What follows belongs to an exercise in optimizing a design on an open flow for small area and a short achievable clock period; a production flow would make more cautious choices.
Where RTL was checked, it was by simulation tests only, not by an equivalence proof against the original.
Power figures rest on the tool's default switching activity, not on a simulated workload.

// fifo_ecc72
module fifo_ecc72 (
    input         clk,
    input         RST,
    input         WREN,
    input  [63:0] DIN,
    input   [7:0] DINP,
    output        FULL,
    output        PROGFULL,
    output [13:0] WRCOUNT,
    output        WRERR,
    output        WRRSTBUSY,
    input         RDEN,
    output [63:0] DOUT,
    output  [7:0] DOUTP,
    output        EMPTY,
    output        PROGEMPTY,
    output [13:0] RDCOUNT,
    output        RDERR,
    output        RDRSTBUSY,
    output        SBITERR,
    output        DBITERR
);
For scale: about 8200 cells after synthesis, about 2500 flip-flops, roughly 190 I/O pins.
==> flow/config.mk <==
export PLATFORM = sky130hd
export DESIGN_NAME = fifo_ecc72
export DESIGN_NICKNAME = fifo_ecc72
export VERILOG_FILES = /design/flow/design.v
export SDC_FILE = /design/flow/constraint.sdc
export NUM_CORES = 4
export LEC_CHECK = 0
export ABC_CLOCK_PERIOD_IN_PS = 3000
export CAP_MARGIN = 20
export CORE_MARGIN = 2
export CORE_UTILIZATION = 52
export CTS_BUF_LIST = sky130_fd_sc_hd__clkbuf_16
export CTS_CLUSTER_DIAMETER = 60
export CTS_CLUSTER_SIZE = 20
export PLACE_DENSITY = 0.62
export SETUP_SLACK_MARGIN = 4.2
export SLEW_MARGIN = 20
==> flow/constraint.sdc <==
create_clock -name core_clock -period 7.0 [get_ports {clk}]
set_input_delay 1.4000 -clock core_clock [delete_from_list [all_inputs] [get_ports {clk}]]
set_output_delay 1.4000 -clock core_clock [all_outputs]
set_load 0.01 [all_outputs]
run.sh (not shown) runs the stock make flow with config.mk's settings and CLKGATE_MAP_FILE= SYNTH_SCRIPT=/design/flow/synth_recipe.tcl, a recipe that flattens the netlist after the stock synthesis.
Rerun with:
- CTS_BUF_LIST: sky130_fd_sc_hd__clkbuf_16 -> sky130_fd_sc_hd__clkbuf_8
- CTS_CLUSTER_DIAMETER: 60 -> 50
- CTS_CLUSTER_SIZE: 20 -> 12
- SETUP_SLACK_MARGIN: 4.2 -> 4.1
=> Setup slack barely changes; via count stays flat; routed wire length shrinks by 1.5%; global-route usage fell by 1.0 points; critical path depth went up by 5; sequential power barely changes; combinational power falls by 4.5%.

* * *

main:
fifo_ecc72, a different RTL version from the one above (not shown whole).
Size: ~5600 cells after synthesis, about 2400 flip-flops, ~92000 um2 of cells after synthesis.
==> flow/config.mk <==
export PLATFORM = sky130hd
export DESIGN_NAME = fifo_ecc72
export DESIGN_NICKNAME = fifo_ecc72
export VERILOG_FILES = /design/flow/design.v
export SDC_FILE = /design/flow/constraint.sdc
export NUM_CORES = 4
export LEC_CHECK = 0
export ABC_CLOCK_PERIOD_IN_PS = 2800
export CAP_MARGIN = 20
export CORE_MARGIN = 2
export CORE_UTILIZATION = 40
export SETUP_SLACK_MARGIN = 4.2
export SLEW_MARGIN = 20
==> flow/constraint.sdc <==
create_clock -name core_clock -period 7.0 [get_ports {clk}]
set_input_delay 1.4000 -clock core_clock [delete_from_list [all_inputs] [get_ports {clk}]]
set_output_delay 1.4000 -clock core_clock [all_outputs]
set_load 0.01 [all_outputs]
main | stages: all done | timing, DRC, antenna: all pass
Setup changes, main to the feature branch
Settings: SETUP_SLACK_MARGIN: 4.2 -> 3.5; ABC_CLOCK_PERIOD_IN_PS: 2800 -> 3500.
## What came out
- Core utilization: the feature branch vs main down 1.4 points
- Total met3 wirelength after detailed routing shrinks by a few percent when moving from main to the feature branch.
- The feature branch finished end to end and its layout was clean on timing, DRC and antenna.
- Number of global-route vias before repair on the feature branch is down relative to main.
- | post-route standard cell area excluding fillers | the feature branch vs main | 2.7% lower |
No run of this note included a check of the RTL's function; only the layout flow was run.

* * *

The RTL this note starts from:
==> flow/design.v <==
module fifo_ecc72 (
    input         clk,
    input         RST,
    input         WREN,
    input  [63:0] DIN,
    input   [7:0] DINP,
    output        FULL,
    output        PROGFULL,
    output [13:0] WRCOUNT,
    output        WRERR,
    output        WRRSTBUSY,
    input         RDEN,
    output [63:0] DOUT,
    output  [7:0] DOUTP,
    output        EMPTY,
    output        PROGEMPTY,
    output [13:0] RDCOUNT,
    output        RDERR,
    output        RDRSTBUSY,
    output        SBITERR,
    output        DBITERR
);
    function [71:0] ham(input [71:0] x);
        ham = { x[63:57], x[70], x[56:26], x[69], x[25:11], x[68],
                x[10:4], x[67], x[3:1], x[66], x[0], x[65:64], x[71] };
    endfunction
    function [71:0] unham(input [71:0] h);
        unham = { h[0], h[64], h[32], h[16], h[8], h[4], h[2], h[1],
                  h[71:65], h[63:33], h[31:17], h[15:9], h[7:5], h[3] };
    endfunction
    function [16:0] grp(input [71:0] h);
        reg [7:0] lo;
        reg [8:0] hi;
        integer   k;
        begin
            lo = 8'd0;
            hi = 9'd0;
            for (k = 0; k < 72; k = k + 1) begin
                lo[k % 8] = lo[k % 8] ^ h[k];
                hi[k / 8] = hi[k / 8] ^ h[k];
            end
            grp = { hi, lo };
        end
    endfunction
    function [73:0] ecc_dec(input [71:0] h, input [16:0] g);
        reg  [7:0] lo;
        reg  [8:0] hi;
        reg  [7:0] s;
        reg  [7:0] lsel;
        reg  [8:0] hsel;
        reg [71:0] c;
        integer    k;
        begin
            lo = g[7:0];
            hi = g[16:8];
            s[0] = lo[1] ^ lo[3] ^ lo[5] ^ lo[7];
            s[1] = lo[2] ^ lo[3] ^ lo[6] ^ lo[7];
            s[2] = lo[4] ^ lo[5] ^ lo[6] ^ lo[7];
            s[3] = hi[1] ^ hi[3] ^ hi[5] ^ hi[7];
            s[4] = hi[2] ^ hi[3] ^ hi[6] ^ hi[7];
            s[5] = hi[4] ^ hi[5] ^ hi[6] ^ hi[7];
            s[6] = hi[8];
            s[7] = ^lo;
            for (k = 0; k < 8; k = k + 1)
                lsel[k] = s[7] & (s[2:0] == k);
            for (k = 0; k < 9; k = k + 1)
                hsel[k] = (s[6:3] == k);
            for (k = 0; k < 72; k = k + 1)
                c[k] = h[k] ^ (lsel[k % 8] & hsel[k / 8]);
            ecc_dec = { ~s[7] & (|s[6:0]), s[7], unham(c) };
        end
    endfunction
    reg busy;
    always @(posedge clk) busy <= RST & ~busy;
    assign WRRSTBUSY = busy;
    assign RDRSTBUSY = busy;
    reg full, empty;
    wire w = WREN & ~full & ~busy;
    wire r = RDEN & ~empty & ~busy;
    reg  [5:0] wcnt;
    reg        w_d, r_d;
    wire [5:0] occ = wcnt + {5'd0, w_d} - {5'd0, r_d};
    wire       occ1  = (occ == 6'd1);
    wire       occ31 = (occ == 6'd31);
    reg        le1;
    reg pfull, pempty;
    always @(posedge clk) begin
        w_d    <= w;
        r_d    <= r;
        wcnt   <= busy ? 6'd0 : occ;
        pfull  <= ~busy & (occ >= 6'd24);
        pempty <= busy | (occ <= 6'd4);
        empty  <= busy | (r & ~w & occ1) | (empty & ~w);
        full   <= ~busy & ((w & ~r & occ31) | (full & ~r));
        le1    <= busy | (occ == 6'd0) | (occ1 & ~(w & ~r)) | ((occ == 6'd2) & r & ~w);
    end
    reg [30:0] wsel, wseln;    
    reg [30:0] rsel;
    wire       rp_mv  = le1 ? (w & (empty | r)) : r;
    always @(posedge clk) begin
        wsel  <= busy ? 31'd1 : (w ? { wsel[29:0], wsel[30] } : wsel);
        wseln <= busy ? ~31'd1 : (w ? { wseln[29:0], wseln[30] } : wseln);
        rsel <= busy ? 31'd1 : (rp_mv ? { rsel[29:0], rsel[30] } : rsel);
    end
    wire [71:0] din_h = ham({ DINP, DIN });
    wire [71:0] mq [0:30];
    reg  [71:0] m_rd;
    integer     j;
    genvar i;
    generate
        for (i = 0; i < 31; i = i + 1) begin : g_word
            reg [71:0] q;
            wire       ld   = wsel[i] & ~full;
            wire       hold = wseln[i] | full;
            always @(posedge clk)
                q <= ({72{ld}} & din_h) | ({72{hold}} & q);
            assign mq[i] = q;
        end
    endgenerate
    always @* begin
        m_rd = 72'd0;
        for (j = 0; j < 31; j = j + 1)
            m_rd = m_rd | ({72{rsel[j]}} & mq[j]);
    end
    wire [71:0] h_nxt = le1 ? din_h : m_rd;
    reg  [71:0] H;
    reg  [16:0] HG;
    wire        h_en = empty | RDEN;
    always @(posedge clk)
        if (h_en) begin
            H  <= h_nxt;
            HG <= grp(h_nxt);
        end
    reg [73:0] dout;
    always @(posedge clk)
        if (busy)   dout <= 74'd0;
        else if (r) dout <= ecc_dec(H, HG);
    assign { DBITERR, SBITERR, DOUTP, DOUT } = dout;
    reg       rderr, wrerr, rden_seen;
    reg [5:0] rcnt;
    always @(posedge clk) begin
        rderr     <= RDEN & (empty | busy);
        wrerr     <= WREN & (full | busy);
        rden_seen <= ~busy & (rden_seen | RDEN);
        if (busy)           rcnt <= 6'd0;
        else if (rden_seen) rcnt <= occ;
    end
    assign FULL      = full;
    assign EMPTY     = empty;
    assign PROGFULL  = pfull;
    assign PROGEMPTY = pempty;
    assign WRERR     = wrerr;
    assign RDERR     = rderr;
    assign WRCOUNT   = { 8'd0, wcnt };
    assign RDCOUNT   = { 8'd0, rcnt };
endmodule
==> flow/config.mk <==
export PLATFORM = sky130hd
export DESIGN_NAME = fifo_ecc72
export DESIGN_NICKNAME = fifo_ecc72
export VERILOG_FILES = /design/flow/design.v
export SDC_FILE = /design/flow/constraint.sdc
export NUM_CORES = 4
export LEC_CHECK = 0
export ABC_CLOCK_PERIOD_IN_PS = 3000
export CAP_MARGIN = 20
export CORE_MARGIN = 2
export CORE_UTILIZATION = 65
export PLACE_DENSITY = 0.75
export SETUP_SLACK_MARGIN = 3.9
export SLEW_MARGIN = 20
==> flow/constraint.sdc <==
create_clock -name core_clock -period 7.0 [get_ports {clk}]
set_input_delay 1.4000 -clock core_clock [delete_from_list [all_inputs] [get_ports {clk}]]
set_output_delay 1.4000 -clock core_clock [all_outputs]
set_load 0.01 [all_outputs]
The starting point produced a clean layout.
Edit:
--- a/flow/config.mk
+++ b/flow/config.mk
@@ -10,5 +10,8 @@
 export CORE_MARGIN = 2
-export CORE_UTILIZATION = 65
-export PLACE_DENSITY = 0.75
-export SETUP_SLACK_MARGIN = 3.9
+export CORE_UTILIZATION = 52
+export CTS_BUF_LIST = sky130_fd_sc_hd__clkbuf_8
+export CTS_CLUSTER_DIAMETER = 50
+export CTS_CLUSTER_SIZE = 12
+export PLACE_DENSITY = 0.62
+export SETUP_SLACK_MARGIN = 4.1
 export SLEW_MARGIN = 20
What happened: Hold slack is better by 0.0047 ns; power falls by about 9%; clock skew rises by 0.022 ns; flip-flop and latch count does not change; non-clock buffer count rises by 123; routed wire length rises by about 8%; worst setup slack is better by 0.15 ns; via count falls by 2.6%; clock-buffer cell count falls by 98; global-route usage falls by 7.0 points.

## what the ideal ports hide
In the flow no input, the clock included, has a driving cell. The finished layouts below were timed again as built, in two steps. Step 1, drivers: a clkbuf_16 drives clk and a buf_2 each remaining input, both assumed. Step 2 also shifts input and output timing later by t, the mid clock arrival at the registers, as if the neighbouring blocks saw the same clock. a / b / c = ideal / step 1 / step 2; a / b = the first two.
run	t, ns	setup slack, ns	latest minus earliest clock arrival (ns)
the first run of note 1	0.968	3.923 / 3.923 / 3.185	0.039 / 0.039
the second run of note 1	1.155	3.926 / 3.848 / 2.988	0.078 / 0.078
main	0.992	2.892 / 2.892 / 2.892	0.049 / 0.049
the feature branch	0.995	2.850 / 2.850 / 2.529	0.070 / 0.070
the first run of note 3	0.959	3.723 / 3.723 / 3.021	0.044 / 0.044
the second run of note 3	1.148	3.872 / 3.832 / 3.208	0.082 / 0.083
After both steps setup and hold are still met in every run listed. For the second run of note 1, which loses most, drivers alone change the setup slack by -0.078 ns; drivers and shift together by -0.938 ns.
